What follows belongs to an exercise in optimizing a design on an open flow for small area; a production flow would make more cautious choices. The RTL was checked by simulation tests, not by an equivalence proof against the original design. Power figures rest on the tool's default switching activity, not on a simulated workload.

==> run a <==
==> flow/design.v <==
`timescale			    1ns/1ns
`default_nettype        none
module EF_PWM32(
    input wire          clk,
    input wire          rst_n,
    output wire         pwmA,
    output wire         pwmB,
    input wire [31:0]   cmpA,
    input wire [31:0]   cmpB,
    input wire [31:0]   top,
    input wire [ 3:0]   clkdiv,
    input wire          cntr_mode,
    input wire          enA,
    input wire          enB,
    input wire          invA,
    input wire          invB,
    input wire          en,
    input wire [11:0]   genA,
    input wire [11:0]   genB,
    input wire          cntr_we,
    input wire [31:0]   cntr_wdata,
    output wire [31:0]  cntr_value
);
    reg [3:0] pc;
    always @(posedge clk or negedge rst_n)
        if (!rst_n)  pc <= 4'b0;
        else if (en) pc <= pc + 4'b1;
    wire tick_n = pc[0] & (clkdiv[0] | (pc[1] & (clkdiv[1] | (pc[2] & (clkdiv[2] | (pc[3] & clkdiv[3]))))));
    reg clken;
    always @(posedge clk or negedge rst_n)
        if (!rst_n) clken <= 1'b0;
        else        clken <= en & tick_n;
    reg  [31:0] cntr;
    reg         dir;
    wire cmp_top  = (cntr == top);
    wire cmp_zero = ~|cntr;
    wire cmp_a    = (cntr == cmpA);
    wire cmp_b    = (cntr == cmpB);
    always @(posedge clk or negedge rst_n)
        if (!rst_n)        dir <= 1'b0;
        else if (cmp_zero) dir <= 1'b0;
        else if (cmp_top)  dir <= 1'b1;
    wire down = cntr_mode & dir;
    reg [31:0] carry;
    integer i;
    always @* begin
        carry[0] = clken;
        for (i = 1; i < 32; i = i + 1)
            carry[i] = carry[i-1] & (cntr[i-1] ^ down);
    end
    wire clr = clken & ~cntr_mode & cmp_top;
    wire [31:0] cnext = (cntr ^ carry) & {32{~clr}};
    always @(posedge clk or negedge rst_n)
        if (!rst_n)       cntr <= 32'b0;
        else if (cntr_we) cntr <= cntr_wdata;
        else              cntr <= cnext;
    wire e0 = cmp_zero;
    wire e1 = ~e0 & cmp_a & ~dir;
    wire e2 = ~e0 & ~e1 & cmp_b & ~dir;
    wire e3 = ~e0 & ~e1 & ~e2 & cmp_top;
    wire e4 = ~e0 & ~e1 & ~e2 & ~e3 & cmp_b & dir;
    wire e5 = ~e0 & ~e1 & ~e2 & ~e3 & ~e4 & cmp_a & dir;
    wire [1:0] actA = {2{clken & enA}} & (
        ({2{e0}} & genA[1:0]) | ({2{e1}} & genA[3:2]) | ({2{e2}} & genA[5:4]) |
        ({2{e3}} & genA[7:6]) | ({2{e4}} & genA[9:8]) | ({2{e5}} & genA[11:10]));
    wire [1:0] actB = {2{clken & enB}} & (
        ({2{e0}} & genB[1:0]) | ({2{e1}} & genB[3:2]) | ({2{e2}} & genB[5:4]) |
        ({2{e3}} & genB[7:6]) | ({2{e4}} & genB[9:8]) | ({2{e5}} & genB[11:10]));
    reg pwm_a, pwm_b;
    always @(posedge clk or negedge rst_n)
        if (!rst_n) begin
            pwm_a <= 1'b0;
            pwm_b <= 1'b0;
        end else begin
            pwm_a <= actA[0] ? ~(actA[1] & pwm_a) : (~actA[1] & pwm_a);
            pwm_b <= actB[0] ? ~(actB[1] & pwm_b) : (~actB[1] & pwm_b);
        end
    assign cntr_value = cntr;
    assign pwmA = pwm_a ^ invA;
    assign pwmB = pwm_b ^ invB;
endmodule
`timescale			1ns/1ns
`default_nettype	none
module EF_PWM32_apb (
	output	wire 		pwmA,
	output	wire 		pwmB,
	input	wire 		PCLK,
	input	wire 		PRESETn,
	input	wire [31:0]	PADDR,
	input	wire 		PWRITE,
	input	wire 		PSEL,
	input	wire 		PENABLE,
	input	wire [31:0]	PWDATA,
	output	wire [31:0]	PRDATA,
	output	wire 		PREADY
);
	reg	[31:0]	CMPA_REG;
	reg	[31:0]	CMPB_REG;
	reg	[31:0]	TOP_REG;
	reg	[3:0]	CLKDIV_REG;
	reg	[5:0]	CONTROL_REG;
	reg	[11:0]	GENA_REG;
	reg	[11:0]	GENB_REG;
	wire	[31:0]	cntr_value;
	wire		addr_ok	= ~|PADDR[15:5] & ~|PADDR[1:0];
	wire	[7:0]	sel	= {8{addr_ok}} & (8'b1 << PADDR[4:2]);
	wire		apb_we	= PSEL & PENABLE & PWRITE;
	wire	[7:0]	we	= {8{apb_we}} & sel;
	EF_PWM32 inst_to_wrap (
		.clk(PCLK),
		.rst_n(PRESETn),
		.pwmA(pwmA),
		.pwmB(pwmB),
		.cmpA(CMPA_REG),
		.cmpB(CMPB_REG),
		.top(TOP_REG),
		.clkdiv(CLKDIV_REG),
		.cntr_mode(CONTROL_REG[5]),
		.enA(CONTROL_REG[1]),
		.enB(CONTROL_REG[2]),
		.en(CONTROL_REG[0]),
		.invA(CONTROL_REG[3]),
		.invB(CONTROL_REG[4]),
		.genA(GENA_REG),
		.genB(GENB_REG),
		.cntr_we(we[7]),
		.cntr_wdata(PWDATA),
		.cntr_value(cntr_value)
	);
	always @(posedge PCLK or negedge PRESETn) if(~PRESETn) CMPA_REG <= 0; else if(we[0]) CMPA_REG <= PWDATA;
	always @(posedge PCLK or negedge PRESETn) if(~PRESETn) CMPB_REG <= 0; else if(we[1]) CMPB_REG <= PWDATA;
	always @(posedge PCLK or negedge PRESETn) if(~PRESETn) TOP_REG <= 0; else if(we[2]) TOP_REG <= PWDATA;
	always @(posedge PCLK or negedge PRESETn) if(~PRESETn) CLKDIV_REG <= 0; else if(we[3]) CLKDIV_REG <= PWDATA[3:0];
	always @(posedge PCLK or negedge PRESETn) if(~PRESETn) CONTROL_REG <= 0; else if(we[4]) CONTROL_REG <= PWDATA[5:0];
	always @(posedge PCLK or negedge PRESETn) if(~PRESETn) GENA_REG <= 0; else if(we[5]) GENA_REG <= PWDATA[11:0];
	always @(posedge PCLK or negedge PRESETn) if(~PRESETn) GENB_REG <= 0; else if(we[6]) GENB_REG <= PWDATA[11:0];
	assign	PRDATA =
			({32{sel[0]}} & CMPA_REG) |
			({32{sel[1]}} & CMPB_REG) |
			({32{sel[2]}} & TOP_REG) |
			({32{sel[3]}} & {28'd0, CLKDIV_REG}) |
			({32{sel[4]}} & {26'd0, CONTROL_REG}) |
			({32{sel[5]}} & {20'd0, GENA_REG}) |
			({32{sel[6]}} & {20'd0, GENB_REG}) |
			({32{sel[7]}} & cntr_value) |
			({32{~addr_ok}} & 32'hDEADBEEF);
	assign PREADY = 1'b1;
endmodule
==> flow/flow/run.sh <==
#!/bin/bash
# Standard ORFS layout with three changes to how it is made:
#  - an area-oriented ABC script for the combinational logic (registers are
#    mapped by the standard synthesis unchanged),
#  - port buffers of the smallest buffer cell,
#  - clock tree without dummy loads, built from small clock buffers.
set -euo pipefail
W=$PWD
rm -rf "$W/scripts_copy"
cp -r "$FLOW_HOME/scripts" "$W/scripts_copy"
cp "$W/flow/abc_area.script" "$W/scripts_copy/abc_area.script"
export SCRIPTS_DIR="$W/scripts_copy"
export BUFFER_PORTS_ARGS="-buffer_cell sky130_fd_sc_hd__buf_1"
export CTS_ARGS="-sink_clustering_enable -repair_clock_nets -dont_use_dummy_load -buf_list {sky130_fd_sc_hd__clkbuf_2 sky130_fd_sc_hd__clkbuf_4 sky130_fd_sc_hd__clkbuf_8}"
bash standard.sh > "$W/flow.log" 2>&1
==> flow/flow/abc_area.script <==
strash
dch
amap
mfs2
strash
dch
amap
mfs2
strash
dch
amap
mfs2
strash
dch
amap
topo
==> flow/standard.sh <==
#!/bin/bash
# synth_recipe.tcl (not shown) runs the flow's synth.tcl, then flattens the netlist and writes it again
# the make line also repeats each setting of config.mk as NAME=value (left out here)
make -C /OpenROAD-flow-scripts/flow DESIGN_CONFIG=/design/flow/config.mk WORK_HOME=/design/flow/orfs CLKGATE_MAP_FILE= SYNTH_SCRIPT=/design/flow/synth_recipe.tcl "${@:-finish}"
==> flow/config.mk <==
export PLATFORM = sky130hd
export DESIGN_NAME = EF_PWM32_apb
export DESIGN_NICKNAME = EF_PWM32_apb
export VERILOG_FILES = /design/flow/design.v
export SDC_FILE = /design/flow/constraint.sdc
export NUM_CORES = 4
export LEC_CHECK = 0
export ABC_AREA = 1
export CAP_MARGIN = 5
export CORE_MARGIN = 2
export CORE_UTILIZATION = 50
export SLEW_MARGIN = 5
==> flow/constraint.sdc <==
create_clock -name core_clock -period 10.0 [get_ports {PCLK}]
set_input_delay 2.0000 -clock core_clock [delete_from_list [all_inputs] [get_ports {PCLK}]]
set_output_delay 2.0000 -clock core_clock [all_outputs]
set_load 0.01 [all_outputs]
==> inputs of run b, as changes to run a <==
==> flow/run.sh (new file) <==
#!/bin/bash
# synth_recipe.tcl (not shown) runs the flow's synth.tcl, then flattens the netlist and writes it again
# the make line also repeats each setting of config.mk as NAME=value (left out here)
make -C /OpenROAD-flow-scripts/flow DESIGN_CONFIG=/design/flow/config.mk WORK_HOME=/design/flow/orfs CLKGATE_MAP_FILE= SYNTH_SCRIPT=/design/flow/synth_recipe.tcl finish
--- a/flow/config.mk
+++ b/flow/config.mk
@@ -8,5 +8,5 @@
 export ABC_AREA = 1
-export CAP_MARGIN = 5
+export CAP_MARGIN = 20
 export CORE_MARGIN = 2
-export CORE_UTILIZATION = 50
-export SLEW_MARGIN = 5
+export CORE_UTILIZATION = 40
+export SLEW_MARGIN = 20
removed: flow/flow/run.sh
removed: flow/flow/abc_area.script
removed: flow/standard.sh
==> summary of the runs <==
- Run b went through all stages and came out clean. Run a ran to the end with no violations.
- Of run b and run a, run b has the higher synthesized cell count (gap about 30%, measured against run a).
- Of run a and run b, run a has the higher worst hold slack (gap 0.030 ns).
- Combinational power: run a is larger than run b (about 100%).
- Against run a, the first-iteration DRC count of run b is lower by about 30%.

==> port drivers added, routing unchanged <==
Ports are ideal in the flow. The routed layouts listed here were re-timed in OpenROAD. Step 1 assumes that a clkbuf_16 drives the clock port and a buf_2 every other input. Step 2 times the ports against the registers' clock, not the clock port: input delays grow and output delays shrink by t, the midpoint of the rising clock arrivals with the driver on. a / b / c = ideal / step 1 / step 2; a / b = the first two.
| run | shift t [ns] | setup WS [ns] | hold WS [ns] | worst setup path at the end | worst data-port slew with drivers (ns) |
|---|---|---|---|---|---|
| run a | 0.504 | 2.224 / 2.205 / 2.205 | 0.514 / 0.514 / 0.514 | input to output | 0.03 |
| run b | 0.483 | 2.393 / 2.366 / 2.366 | 0.484 / 0.484 / 0.484 | input to output | 0.04 |
After both steps setup and hold are still met in every run listed. For run b, which loses most, drivers alone change the setup slack by -0.027 ns; drivers and shift together by -0.027 ns.
